Context: an optimization exercise on an open-source flow, tuned for small area and a short achievable clock period. The choices shown serve that exercise and are no tape-out recipe.

==> inputs of trial 79 <==
==> flow/design.v (excerpt) <==
module GCC(READY_, Xc, Yc, Xi, Yi, Wi, RESET_, CLK);
input CLK, RESET_;
input [7:0] Xi, Yi;
input [3:0] Wi;
output READY_;
output [7:0] Xc, Yc;
reg READY_, delay;
reg [7:0] Xc, Yc;
reg [7:0] x0, x1, x2, x3, x4, x5;
reg [7:0] y0, y1, y2, y3, y4, y5;
reg [3:0] w0, w1, w2, w3, w4, w5;
reg [2:0] num;
reg full;
reg [6:0] S;
reg [14:0] NX, NY;
reg [8:0] S3;        
wire [8:0] S3n;
wire [7:0] cx, cy;       
wire [5:0] e;            
wire [6:0] Sn;           
wire [14:0] NXn, NYn;    
wire [5:0] fe;
assign fe[0] = num == 3'd0;
assign fe[1] = num == 3'd1;
assign fe[2] = num == 3'd2;
assign fe[3] = num == 3'd3;
assign fe[4] = num == 3'd4;
assign fe[5] = num == 3'd5;
wire n0 = S[0] | S[1];
wire n1 = n0 | S[2];
wire n2 = n1 | S[3];
wire n3 = n2 | S[4];
wire n4 = n3 | S[5];
wire n5 = n4 | S[6];
wire n6 = NX[6] & ~S[0];
wire n7 = NX[7] & ~S[1];
wire n8 = NX[8] & ~S[2];
wire n9 = NX[9] & ~S[3];
wire n10 = NX[10] & ~S[4];
wire n11 = NX[11] & ~S[5];
wire n12 = NX[12] & ~S[6];
wire n13 = NX[6] ^ ~S[0];
wire n14 = NX[7] ^ ~S[1];
wire n15 = NX[8] ^ ~S[2];
wire n16 = NX[9] ^ ~S[3];
wire n17 = NX[10] ^ ~S[4];
wire n18 = NX[11] ^ ~S[5];
wire n19 = NX[12] ^ ~S[6];
wire n20 = n6 | n13;
wire n21 = n14 & n20;
wire n22 = n7 | n21;
wire n23 = n14 & n13;
wire n24 = n16 & n8;
wire n25 = n9 | n24;
wire n26 = n16 & n15;
wire n27 = n18 & n10;
wire n28 = n11 | n27;
wire n29 = n18 & n17;
wire n30 = ~NX[13] & n12;
wire n31 = NX[13] | n30;
wire n32 = ~NX[13] & n19;
  ...
clock: 52.0 ns
lec_check: 0
abc_area: 1
cap_margin: 20
core_margin: 2
core_utilization: 40
place_density: 0.6
slew_margin: 70
synth_hierarchical: 1
run.sh (not shown) runs the stock make flow with config.mk's settings and CLKGATE_MAP_FILE= SYNTH_SCRIPT=/design/flow/synth_recipe.tcl, a recipe that flattens the netlist after the stock synthesis.
==> trial 4: changes against trial 79 <==
--- a/flow/config.mk
+++ b/flow/config.mk
@@ -8,7 +8,7 @@
 export ABC_AREA = 1
 export CAP_MARGIN = 20
 export CORE_MARGIN = 2
-export CORE_UTILIZATION = 40
-export PLACE_DENSITY = 0.6
-export SLEW_MARGIN = 70
+export CORE_UTILIZATION = 60
+export PLACE_DENSITY = 0.75
+export SLEW_MARGIN = 20
 export SYNTH_HIERARCHICAL = 1
==> trial 42: changes against trial 79 <==
==> flow/flow/run.sh (new file) <==
#!/bin/bash
cd "$(dirname "$0")/.."
cp standard.sh standard_sh.copy.log
cp config.mk config_mk.copy.log
export SETUP_SLACK_MARGIN=35
bash standard.sh > standard.log 2>&1
rc=$?
exit $rc
==> flow/standard.sh (new file) <==
#!/bin/bash
# synth_recipe.tcl (not shown) runs the flow's synth.tcl, then flattens the netlist and writes it again
# the make line also repeats each setting of config.mk as NAME=value (left out here)
make -C /OpenROAD-flow-scripts/flow DESIGN_CONFIG=/design/flow/config.mk WORK_HOME=/design/flow/orfs CLKGATE_MAP_FILE= SYNTH_SCRIPT=/design/flow/synth_recipe.tcl "${@:-finish}"
--- a/flow/config.mk
+++ b/flow/config.mk
@@ -6,9 +6,9 @@
 export NUM_CORES = 4
 export LEC_CHECK = 0
 export ABC_AREA = 1
-export CAP_MARGIN = 20
+export CAP_MARGIN = 60
 export CORE_MARGIN = 2
 export CORE_UTILIZATION = 40
 export PLACE_DENSITY = 0.6
-export SLEW_MARGIN = 70
+export SLEW_MARGIN = 50
 export SYNTH_HIERARCHICAL = 1
removed: flow/run.sh
==> summary of the runs <==
- Global-route usage: trial 79 < trial 42 < trial 4.
- Trial 42 completed with no timing, DRC or antenna violations. Trial 79 went through all stages and came out clean. Trial 4 ran to the end with no violations.
- The lowest routed wire length belongs to trial 4, the highest to trial 42.
- Count of clock-buffer cells in the layout: trial 42 is lower than trial 4 (2).
- Clock skew, highest first: trial 4, trial 79, trial 42.
- The lowest fmax belongs to trial 4, the highest to trial 42.
==> figures <==
                                              trial 42    trial 4   trial 79
Run status                    timing/DRC/antenna clean  timing/DRC/antenna clean  timing/DRC/antenna clean
Register area                                 4700 um2   4680 um2   4690 um2
Met2 layer wire length in the routed design   62900 um   50100 um   56700 um
Fraction of area in multi-input gates            0.709      0.761      0.749
Cell count of the worst reg-to-reg path             92        100        101
Placeable core region                        96400 um2  64100 um2  96400 um2
Inverters                                          686        684        684
Die span in y                                   315 um     258 um     315 um
Final Worst Setup Slack                       34100 ps   29630 ps   31110 ps
Placed Instance Area                         41300 um2  39700 um2  41100 um2
Function was not checked in any run of this note: the RTL went through the layout flow alone.

==> what the ideal ports hide <==
No port has a modelled driver above. Below, the same layouts with a new extraction and two added sets of constraints. Step 1 (the two cells are an assumption about what drives the block):
set clk [get_ports {CLK}]
set_driving_cell -lib_cell sky130_fd_sc_hd__clkbuf_16 $clk
set_driving_cell -lib_cell sky130_fd_sc_hd__buf_2 [delete_from_list [all_inputs] $clk]
Step 2, shift: input delay + t, output delay - t, t = (earliest + latest rising clock arrival at the registers) / 2. This alone moves slack from input paths to output paths. Three values: ideal, step 1, step 2; two values: the first two.
run	t (ns)	setup slack, ns	worst setup path at the end	slew at the worst register clock pin (ns)
trial 79	0.508	31.106 / 31.106 / 31.106	register to register	0.09 / 0.09
trial 4	0.518	29.625 / 29.625 / 29.625	register to register	0.09 / 0.09
trial 42	0.512	34.099 / 34.099 / 34.078	input to register	0.09 / 0.09
After both steps setup and hold are still met in every run listed. The setup slack of trial 42, which loses most, moves by 0.000 ns with the drivers and by -0.021 ns with both steps.
